Background: an optimization exercise with open tools, aiming at small area, a short achievable clock period and few clock cycles. Do not read the settings as production practice.
RTL that was checked went through simulation tests only; none was proved equivalent to the original.
Power is estimated from default activity; no workload was simulated.

## red
==> flow/design.v <==
module CPU (
	input signed [15:0] Mem_Data ,
	input clk ,
	input rst ,  
	output reg halt ,  
	output reg [6:0] Mem_Address ,
	output reg rd , wr,
	output signed [15:0] Data_Out ,
	output reg fZ,
	output reg fO,
	output reg fN,
	output reg fC
	);
localparam K_NONE = 2'd0, K_INS = 2'd1, K_OPR = 2'd2;
localparam S_IDLE = 3'd0, S_WAIT = 3'd1, S_X = 3'd2, S_MD = 3'd3, S_ALN = 3'd5;
localparam OP_LOAD = 4'd1, OP_STORE = 4'd2, OP_ADD = 4'd3, OP_SUB = 4'd4,
           OP_MUL = 4'd5, OP_DIV = 4'd6, OP_BR = 4'd7, OP_BRZ = 4'd8, OP_HALT = 4'd15;
reg [15:0] AC;         
reg        tnz;        
reg        tpend;      
reg [4:0]  IR;         
reg [2:0]  st;         
reg [15:0] IB;         
reg        bv;         
reg        ipf;        
reg [1:0]  a_k;        
reg [1:0]  c_k;        
reg [6:0]  fpc;        
reg [16:0] X;          
reg [16:0] R;          
reg [3:0]  cnt;        
reg        neg;        
reg        dz;         
reg        d1;         
reg        dv;         
assign Data_Out = AC;
wire [15:0] W = Mem_Data;
wire a_ins = (a_k == K_INS);
wire a_opr = (a_k == K_OPR);
function [17:0] radd18;  
	input [17:0] a, b;
	input ci;
	integer i;
	reg c;
	begin
		c = ci;
		for (i = 0; i < 18; i = i + 1) begin
			radd18[i] = a[i] ^ b[i] ^ c;
			c = (a[i] & b[i]) | (c & (a[i] ^ b[i]));
		end
	end
endfunction
function [15:0] rneg16;  
	input [15:0] a;
	integer i;
	reg c;
	begin
		c = 1'b1;
		for (i = 0; i < 16; i = i + 1) begin
			rneg16[i] = ~a[i] ^ c;
			c = c & ~a[i];
		end
	end
endfunction
function [4:0] clz16;
	input [15:0] a;
	integer i;
	begin
		clz16 = 5'd16;
		for (i = 0; i < 16; i = i + 1)
			if (a[i]) clz16 = 5'd15 - i[4:0];
	end
endfunction
wire [3:0] ir_op = IR[4:1];
wire       ir_m  = IR[0];
wire       ir_md = (ir_op == OP_MUL) || (ir_op == OP_DIV);
wire       ir_div = (ir_op == OP_DIV);
wire       exec  = (st == S_X) || (st == S_WAIT && a_opr);
wire [15:0] B16 = ir_m ? W : {5'b0, X[10:0]};
wire [16:0] A17 = {ir_m & AC[15], AC};
wire        mzero = (AC == 16'd0) || (B16 == 16'd0);
wire        bone = (B16 == 16'd1);
wire        bmone = ir_m && (B16 == 16'hFFFF);
wire [16:0] B17 = {ir_m & W[15], B16};
wire        alu_sub = (ir_op == OP_SUB);
wire [16:0] sum = A17 + (B17 ^ {17{alu_sub}}) + {16'd0, alu_sub};
wire [15:0] negv = rneg16((st == S_ALN) ? X[15:0] : AC);
wire [15:0] negAC = negv;
wire        dstep = dv;
wire        dsub = dstep & ~R[16];
wire [17:0] s0 = radd18({R[16], R}, ({X[16], X} & {18{AC[0] | dstep}}) ^ {18{dsub}}, dsub);
wire [16:0] rn = s0[16:0];
reg [16:0] acc;
reg [15:0] q;
reg [17:0] s18;
reg [17:0] t18;
reg        rsub;
integer j;
always @* begin
	acc = s0[17:1];
	q = {s0[0], AC[15:1]};
	for (j = 1; j < 4; j = j + 1) begin
		rsub = (j == 3) && (cnt[1:0] == 2'd0);
		t18 = q[0] ? {X[16], X} : 18'd0;
		s18 = radd18({acc[16], acc}, t18 ^ {18{rsub}}, rsub);
		acc = s18[17:1];
		q = {s18[0], q[15:1]};
	end
end
wire [15:0] xb = X[16] ? negv : X[15:0];
wire [4:0]  la = clz16(R[15:0]);
wire [4:0]  lb = clz16(xb);
wire [4:0]  dd = lb - la;
wire        qzero = (la > lb);         
wire [15:0] xal = xb << dd[3:0];
wire md_last = (st == S_MD) && (cnt == 4'd0);
wire aln_done = (st == S_ALN) && (dz || qzero || d1);
wire hf = (exec && !ir_md) || md_last || aln_done;
wire hfree = (st == S_IDLE) || hf;
reg [15:0] AC_nx;
always @* begin
	AC_nx = AC;
	if (exec) begin
		case (ir_op)
			OP_LOAD: AC_nx = ir_m ? W : X[15:0];
			OP_ADD, OP_SUB: AC_nx = sum[15:0];
			OP_MUL: AC_nx = mzero ? 16'd0 : B16;
			OP_DIV: AC_nx = bmone ? negAC : bone ? AC : 16'd0;
			default: AC_nx = AC;
		endcase
	end else if (st == S_MD) begin
		if (!ir_div)
			AC_nx = q;
		else if (cnt == 4'd0 && neg)     
			AC_nx = rn[16] ? {negAC[14:0], 1'b0} : {~AC[14:0], 1'b1};
		else
			AC_nx = {AC[14:0], ~rn[16]};
	end else if (st == S_ALN)
		AC_nx = dz ? 16'hFFFF : AC;
end
wire ex_flags = exec && (ir_op == OP_ADD || ir_op == OP_SUB || ir_md);
wire fZ_nx = ((st == S_WAIT || st == S_X) && (ir_op == OP_ADD || ir_op == OP_SUB || ir_md)) ?
             (AC == 16'd0) : fZ;
wire [15:0] S = bv ? IB : W;
wire s_valid = bv || a_ins;
wire [3:0] s_op = S[15:12];
wire s_alu = (s_op == OP_LOAD) || (s_op == OP_ADD) || (s_op == OP_SUB) ||
             (s_op == OP_MUL) || (s_op == OP_DIV);
wire s_mem = s_alu && S[11];
wire s_store = (s_op == OP_STORE);
wire s_br = (s_op == OP_BR) || (s_op == OP_BRZ && fZ_nx);
wire s_halt = (s_op == OP_HALT);
wire s_nop = (s_op == 4'd0) || (s_op >= 4'd9 && s_op <= 4'd14);
wire s_free = (s_op == OP_BR) || (s_op == OP_BRZ) || s_nop;
wire start = s_valid && (hfree || s_free) && !halt;
wire yw = bv && a_ins;
wire yc = (c_k == K_INS);
wire [6:0] fpc1 = fpc - 7'd1;
wire [6:0] fpc2 = fpc - 7'd2;
wire [6:0] fpc_rw = fpc - {5'b0, yw} - {5'b0, yc};    
wire st_hit = s_store && ((yc && S[6:0] == fpc1) || (yw && S[6:0] == (yc ? fpc2 : fpc1)));
wire flush = start && (s_br || st_hit);
wire ovf = !start && yw && !halt;    
wire kill_c = flush || ovf;
wire [6:0] fbase = ovf ? fpc_rw : fpc;
wire [6:0] fbase1 = fbase + 7'd1;
wire [6:0] s_tgt1 = S[6:0] + 7'd1;
reg        bv_nx;
reg [2:0]  st_nx;
reg [4:0]  IR_nx;
reg [3:0]  cnt_nx;
always @* begin
	bv_nx = bv;
	if (start && bv) bv_nx = a_ins && !flush;
	else if (!start && !bv && a_ins && !halt) bv_nx = 1'b1;
	st_nx = st;
	IR_nx = IR;
	cnt_nx = cnt;
	if (exec && ir_md) begin
		st_nx = ir_div ? S_ALN : S_MD;
		cnt_nx = (!ir_div && mzero) ? 4'd0 : 4'd3;
	end else if (st == S_ALN) begin
		st_nx = (dz || qzero || d1) ? S_IDLE : S_MD;
		cnt_nx = dd[3:0];
	end else if (md_last)
		st_nx = S_IDLE;
	else if (st == S_MD)
		cnt_nx = cnt - 4'd1;
	else if (hf)
		st_nx = S_IDLE;
	if (start && s_alu) begin
		st_nx = s_mem ? S_WAIT : S_X;
		IR_nx = S[15:11];
	end
end
wire [1:0] a_k_nx = (yc && kill_c) ? K_NONE : c_k;
wire halt_nx = halt || (start && s_halt);
wire fetch_ok = !halt_nx;
wire t_nz = tpend ? (R[15:0] != 16'd0) : tnz;
wire use_s = start && ((s_mem && !(bv && ipf)) || s_store || s_br);    
wire head_next = (st == S_MD && cnt == 4'd1) || (st == S_WAIT && c_k == K_OPR && !ir_md);
wire epf = bv && !ipf && !start && s_mem && head_next && !halt;
always @(posedge clk) begin
	if (rst) begin
		halt <= 1'b0;
		AC <= 16'd0;
		tnz <= 1'b0;
		tpend <= 1'b0;
		fZ <= 1'b0;
		fO <= 1'b0;
		fN <= 1'b0;
		fC <= 1'b0;
		st <= S_IDLE;
		bv <= 1'b0;
		ipf <= 1'b0;
		Mem_Address <= 7'd0;
		rd <= 1'b1;
		wr <= 1'b0;
		a_k <= K_NONE;
		c_k <= K_INS;
		fpc <= 7'd1;
	end else begin
		halt <= halt_nx;
		AC <= AC_nx;
		st <= st_nx;
		IR <= IR_nx;
		bv <= bv_nx;
		if (a_ins && ((start && bv && !flush) || (!start && !bv))) IB <= W;
		if (start && bv) ipf <= 1'b0;
		else if (epf) ipf <= 1'b1;
		cnt <= cnt_nx;
		a_k <= a_k_nx;
		if (ex_flags) begin
			fZ <= (AC == 16'd0);
			fN <= (ir_op == OP_ADD && ir_m) ? (fN | AC[15]) : AC[15];
		end
		if (exec && (ir_op == OP_ADD || ir_op == OP_SUB))
			fC <= sum[16];
		if (exec && ir_op == OP_MUL)
			fO <= fO | t_nz;
		if (exec && ir_md) begin
			if (ir_div) begin
				R <= {1'b0, (ir_m & AC[15]) ? negAC : AC};
				X <= {ir_m & W[15], B16};
			end else begin
				R <= 17'd0;
				X <= mzero ? 17'd0 : A17;
			end
			neg <= ir_m & (AC[15] ^ W[15]);
			dv <= ir_div;
			tnz <= t_nz;
			tpend <= 1'b0;
			dz <= (B16 == 16'd0);
			d1 <= bone || bmone;
		end else if (st == S_ALN) begin
			X <= {1'b0, xal};
		end else if (st == S_MD) begin
			if (ir_div) begin
				R <= rn;
				X <= {1'b0, 1'b0, X[15:1]};
			end else begin
				R <= acc;
				if (cnt[1:0] == 2'd0)
					tpend <= 1'b1;
			end
		end
		if (start && s_alu && !s_mem)
			X <= {1'b0, S};
		if (use_s) begin
			Mem_Address <= S[6:0];
			rd <= !s_store;
			wr <= s_store;
			c_k <= s_mem ? K_OPR : s_store ? K_NONE : K_INS;
			fpc <= s_br ? s_tgt1 : st_hit ? fpc_rw : fpc;
		end else if (epf) begin
			Mem_Address <= S[6:0];
			rd <= 1'b1;
			wr <= 1'b0;
			c_k <= K_OPR;
			fpc <= fbase;
		end else if (fetch_ok) begin
			Mem_Address <= fbase;
			rd <= 1'b1;
			wr <= 1'b0;
			c_k <= K_INS;
			fpc <= fbase1;
		end else begin
			rd <= 1'b0;
			wr <= 1'b0;
			c_k <= K_NONE;
			fpc <= fbase;
		end
	end
end
endmodule
clock: 40.0 ns
lec_check: 0
abc_area: 1
cap_margin: 20
core_margin: 2
core_utilization: 40
slew_margin: 20
standard.sh (not shown) runs the stock make flow with config.mk's settings and CLKGATE_MAP_FILE= SYNTH_SCRIPT=/design/flow/synth_recipe.tcl, a recipe that flattens the netlist after the stock synthesis.
==> flow/flow/run.sh <==
#!/bin/bash
# Standard ORFS layout, with timing repair asked to reach a setup slack of
# 29.75 ns against the design's clock (the SDC is unchanged), and the ports
# buffered with buf_2 cells.
set -euo pipefail
bash standard.sh SETUP_SLACK_MARGIN=29.75 "BUFFER_PORTS_ARGS=-buffer_cell sky130_fd_sc_hd__buf_2" finish > flow_make.log 2>&1
The inputs of blue differ from those of red as listed below.
-- flow/design.v --
<<< red, line 32
reg        neg;        
reg        dz;         
reg        d1;         
reg        dv;         
assign Data_Out = AC;
>>> blue, line 32
reg        neg;        
reg        dz;         
reg        dv;         
assign Data_Out = AC;
<<< red, line 80
wire [16:0] A17 = {ir_m & AC[15], AC};
wire        mzero = (AC == 16'd0) || (B16 == 16'd0);
wire        bone = (B16 == 16'd1);
wire        bmone = ir_m && (B16 == 16'hFFFF);
wire [16:0] B17 = {ir_m & W[15], B16};
wire        alu_sub = (ir_op == OP_SUB);
>>> blue, line 79
wire [16:0] A17 = {ir_m & AC[15], AC};
wire        mzero = (AC == 16'd0) || (B16 == 16'd0);
wire [16:0] B17 = {ir_m & W[15], B16};
wire        alu_sub = (ir_op == OP_SUB);
<<< red, line 115
wire [15:0] xal = xb << dd[3:0];
wire md_last = (st == S_MD) && (cnt == 4'd0);
wire aln_done = (st == S_ALN) && (dz || qzero || d1);
wire hf = (exec && !ir_md) || md_last || aln_done;
wire hfree = (st == S_IDLE) || hf;
>>> blue, line 112
wire [15:0] xal = xb << dd[3:0];
wire md_last = (st == S_MD) && (cnt == 4'd0);
wire xone = !X[16] && (X[15:0] == 16'd1);    
wire aln_done = (st == S_ALN) && (dz || qzero || xone);
wire hf = (exec && !ir_md) || md_last || aln_done;
wire hfree = (st == S_IDLE) || hf;
<<< red, line 126
			OP_ADD, OP_SUB: AC_nx = sum[15:0];
			OP_MUL: AC_nx = mzero ? 16'd0 : B16;
			OP_DIV: AC_nx = bmone ? negAC : bone ? AC : 16'd0;
			default: AC_nx = AC;
		endcase
>>> blue, line 124
			OP_ADD, OP_SUB: AC_nx = sum[15:0];
			OP_MUL: AC_nx = mzero ? 16'd0 : B16;
			OP_DIV: AC_nx = AC;
			default: AC_nx = AC;
		endcase
<<< red, line 137
			AC_nx = {AC[14:0], ~rn[16]};
	end else if (st == S_ALN)
		AC_nx = dz ? 16'hFFFF : AC;
end
wire ex_flags = exec && (ir_op == OP_ADD || ir_op == OP_SUB || ir_md);
>>> blue, line 135
			AC_nx = {AC[14:0], ~rn[16]};
	end else if (st == S_ALN)
		AC_nx = dz ? 16'hFFFF : xone ? AC : 16'd0;
end
wire ex_flags = exec && (ir_op == OP_ADD || ir_op == OP_SUB || ir_md);
<<< red, line 181
		cnt_nx = (!ir_div && mzero) ? 4'd0 : 4'd3;
	end else if (st == S_ALN) begin
		st_nx = (dz || qzero || d1) ? S_IDLE : S_MD;
		cnt_nx = dd[3:0];
	end else if (md_last)
>>> blue, line 179
		cnt_nx = (!ir_div && mzero) ? 4'd0 : 4'd3;
	end else if (st == S_ALN) begin
		st_nx = (dz || qzero || xone) ? S_IDLE : S_MD;
		cnt_nx = dd[3:0];
	end else if (md_last)
<<< red, line 252
			tpend <= 1'b0;
			dz <= (B16 == 16'd0);
			d1 <= bone || bmone;
		end else if (st == S_ALN) begin
			X <= {1'b0, xal};
>>> blue, line 250
			tpend <= 1'b0;
			dz <= (B16 == 16'd0);
		end else if (st == S_ALN) begin
			X <= {1'b0, xal};
Notes after the runs:
- Going from red to blue, overall die area down 2.8%; effective utilization at floorplan flat; sequential share of power up 4.1 points; combined buffer and inverter count along the critical path up 4; amount of wire on met3 after detailed routing down about 0.5%.
- Cmp blue vs red: final setup slack of the worst path higher in blue
Testbench counts of blue, summed over its fixed seeds: cycles 82,332.
Function not checked in red: the RTL went through the layout flow alone.

========
== the previous run ==
CPU, a different RTL version from the one above (not shown whole).
For scale: ~110 flip-flops, ~48 I/O pins, ~12000 um^2 of cells after synthesis.
Settings: LEC_CHECK=0, ABC_AREA=1, CAP_MARGIN=20, CORE_MARGIN=2, CORE_UTILIZATION=40, SLEW_MARGIN=20; clock period 40.0 ns.
==> flow/flow/run.sh <==
#!/bin/bash
# Standard ORFS layout, with timing repair asked to reach a setup slack of
# 29.5 ns against the design's clock (the SDC is unchanged), and the ports
# buffered with buf_2 cells.
set -euo pipefail
bash standard.sh SETUP_SLACK_MARGIN=29.5 "BUFFER_PORTS_ARGS=-buffer_cell sky130_fd_sc_hd__buf_2" finish > flow_make.log 2>&1
Testbench counts of the previous run, summed over its fixed seeds: cycles 86,076.
Relative to the previous run, the following input files were edited for the current run:
--- a/flow/design.v
+++ b/flow/design.v
@@ -27,13 +27,12 @@
 reg [6:0]  fpc;        
 reg [16:0] X;          
 reg [16:0] R;          
 reg [3:0]  cnt;        
 reg        neg;        
 reg        dz;         
-reg        dv;         
 assign Data_Out = AC;
 wire [15:0] W = Mem_Data;
 wire a_ins = (a_k == K_INS);
 wire a_opr = (a_k == K_OPR);
 function [17:0] radd18;  
 	input [17:0] a, b;
@@ -41,12 +40,25 @@
 	integer i;
 	reg c;
 	begin
 		c = ci;
 		for (i = 0; i < 18; i = i + 1) begin
 			radd18[i] = a[i] ^ b[i] ^ c;
+			c = (a[i] & b[i]) | (c & (a[i] ^ b[i]));
+		end
+	end
+endfunction
+function [16:0] radd17;  
+	input [16:0] a, b;
+	input ci;
+	integer i;
+	reg c;
+	begin
+		c = ci;
+		for (i = 0; i < 17; i = i + 1) begin
+			radd17[i] = a[i] ^ b[i] ^ c;
 			c = (a[i] & b[i]) | (c & (a[i] ^ b[i]));
 		end
 	end
 endfunction
 function [15:0] rneg16;  
 	input [15:0] a;
@@ -78,26 +90,22 @@
 wire [16:0] A17 = {ir_m & AC[15], AC};
 wire [16:0] B17 = {ir_m & W[15], B16};
 wire        alu_sub = (ir_op == OP_SUB);
 wire [16:0] sum = A17 + (B17 ^ {17{alu_sub}}) + {16'd0, alu_sub};
 wire [15:0] negv = rneg16((st == S_ALN) ? X[15:0] : AC);
 wire [15:0] negAC = negv;
-wire        dstep = dv;
-wire        dsub = dstep & ~R[16];
-wire [17:0] s0 = radd18({R[16], R}, ({X[16], X} & {18{AC[0] | dstep}}) ^ {18{dsub}}, dsub);
-wire [16:0] rn = s0[16:0];
 reg [16:0] acc;
 reg [15:0] q;
 reg [17:0] s18;
 reg [17:0] t18;
 reg        rsub;
 integer j;
 always @* begin
-	acc = s0[17:1];
-	q = {s0[0], AC[15:1]};
-	for (j = 1; j < 4; j = j + 1) begin
+	acc = R;
+	q = AC;
+	for (j = 0; j < 4; j = j + 1) begin
 		rsub = (j == 3) && (cnt[1:0] == 2'd0);
 		t18 = q[0] ? {X[16], X} : 18'd0;
 		s18 = radd18({acc[16], acc}, t18 ^ {18{rsub}}, rsub);
 		acc = s18[17:1];
 		q = {s18[0], q[15:1]};
 	end
@@ -105,12 +113,13 @@
 wire [15:0] xb = X[16] ? negv : X[15:0];
 wire [4:0]  la = clz16(R[15:0]);
 wire [4:0]  lb = clz16(xb);
 wire [4:0]  dd = lb - la;
 wire        qzero = (la > lb);         
 wire [15:0] xal = xb << dd[3:0];
+wire [16:0] rn = radd17(R, {1'b0, X[15:0]} ^ {17{~R[16]}}, ~R[16]);
 wire md_last = (st == S_MD) && (cnt == 4'd0);
 wire aln_done = (st == S_ALN) && (dz || qzero);
 wire hf = (exec && !ir_md) || md_last || aln_done;
 wire hfree = (st == S_IDLE) || hf;
 reg [15:0] AC_nx;
 always @* begin
@@ -234,13 +243,12 @@
 				X <= {ir_m & W[15], B16};
 			end else begin
 				R <= 17'd0;
 				X <= A17;
 			end
 			neg <= ir_m & (AC[15] ^ W[15]);
-			dv <= ir_div;
 			tnz <= t_nz;
 			tpend <= 1'b0;
 			dz <= (B16 == 16'd0);
 		end else if (st == S_ALN) begin
 			X <= {1'b0, xal};
 		end else if (st == S_MD) begin
## What came out
The current run ran to completion and came out clean on the timing, design-rule and antenna checks. Run comparison: the previous run cell type of the slowest stage on the worst timing path sky130_fd_sc_hd__fa_2; the current run cell type of the slowest stage on the worst timing path sky130_fd_sc_hd__edfxtp_1. When the current run is set beside the previous run, its share of the final layout cell area in sequential cells turns out to be 0.58 points smaller. Higher total area of multi-input combinational cells was reported by the current run, not the previous run. The current run vs the previous run: number of vias after detailed routing up in the current run. Utilization after layout | the current run below the previous run. Internal power for the current run is lower than for the previous run. Going from the previous run to the current run, total length of routed met3 wires rose 7.1%, HPWL after detailed placement fell about 0.8%. [diff] total power, the current run relative to the previous run: improvement. Higher maximum VDD drop goes to the previous run over the current run. Cmp the previous run and the current run / setup slack / higher: the current run. Against the previous run, number of cells after detailed placement in the current run rose by a few percent. Relative to the previous run, worst slew margin relative to its limit has gone up in the current run. Diff the previous run -> the current run | highest clock rate | increase of 0.51%. The global routing usage on met1 in the current run sits 3.2 points below the value recorded for the previous run.
Testbench counts of the current run, summed over its fixed seeds: cycles 86,076.

## re-timing with driven ports
In the flow no input, the clock included, has a driving cell. The finished layouts below were timed again as built, in two steps.
Step 1: set_driving_cell puts a clkbuf_16 on clk and a buf_2 on each other input, an assumption about the parent block.
Step 2 moves the port delays by t, midway between the first and last clock arrival at a register: inputs arrive t later, outputs are due t later. That takes back most of the time a late clock gives input paths.
Slacks: no drivers / after step 1 / after step 2; pairs: no drivers / after step 1.
run	t (ns)	setup slack, ns	hold WS [ns]	worst setup path at the end	worst slew at a driven data input, ns
red	0.424	29.625 / 29.625 / 29.560	0.450 / 0.450 / 0.450	input to register	0.03
blue	0.432	29.747 / 29.747 / 29.491	0.452 / 0.452 / 0.452	input to register	0.04
the previous run	0.419	29.648 / 29.648 / 29.430	0.436 / 0.436 / 0.436	input to register	0.03
the current run	0.424	29.701 / 29.701 / 29.383	0.430 / 0.430 / 0.430	input to register	0.03
After both steps every run listed still meets setup and hold. For the current run, which loses most, drivers alone change the setup slack by 0.000 ns; drivers and shift together by -0.318 ns.
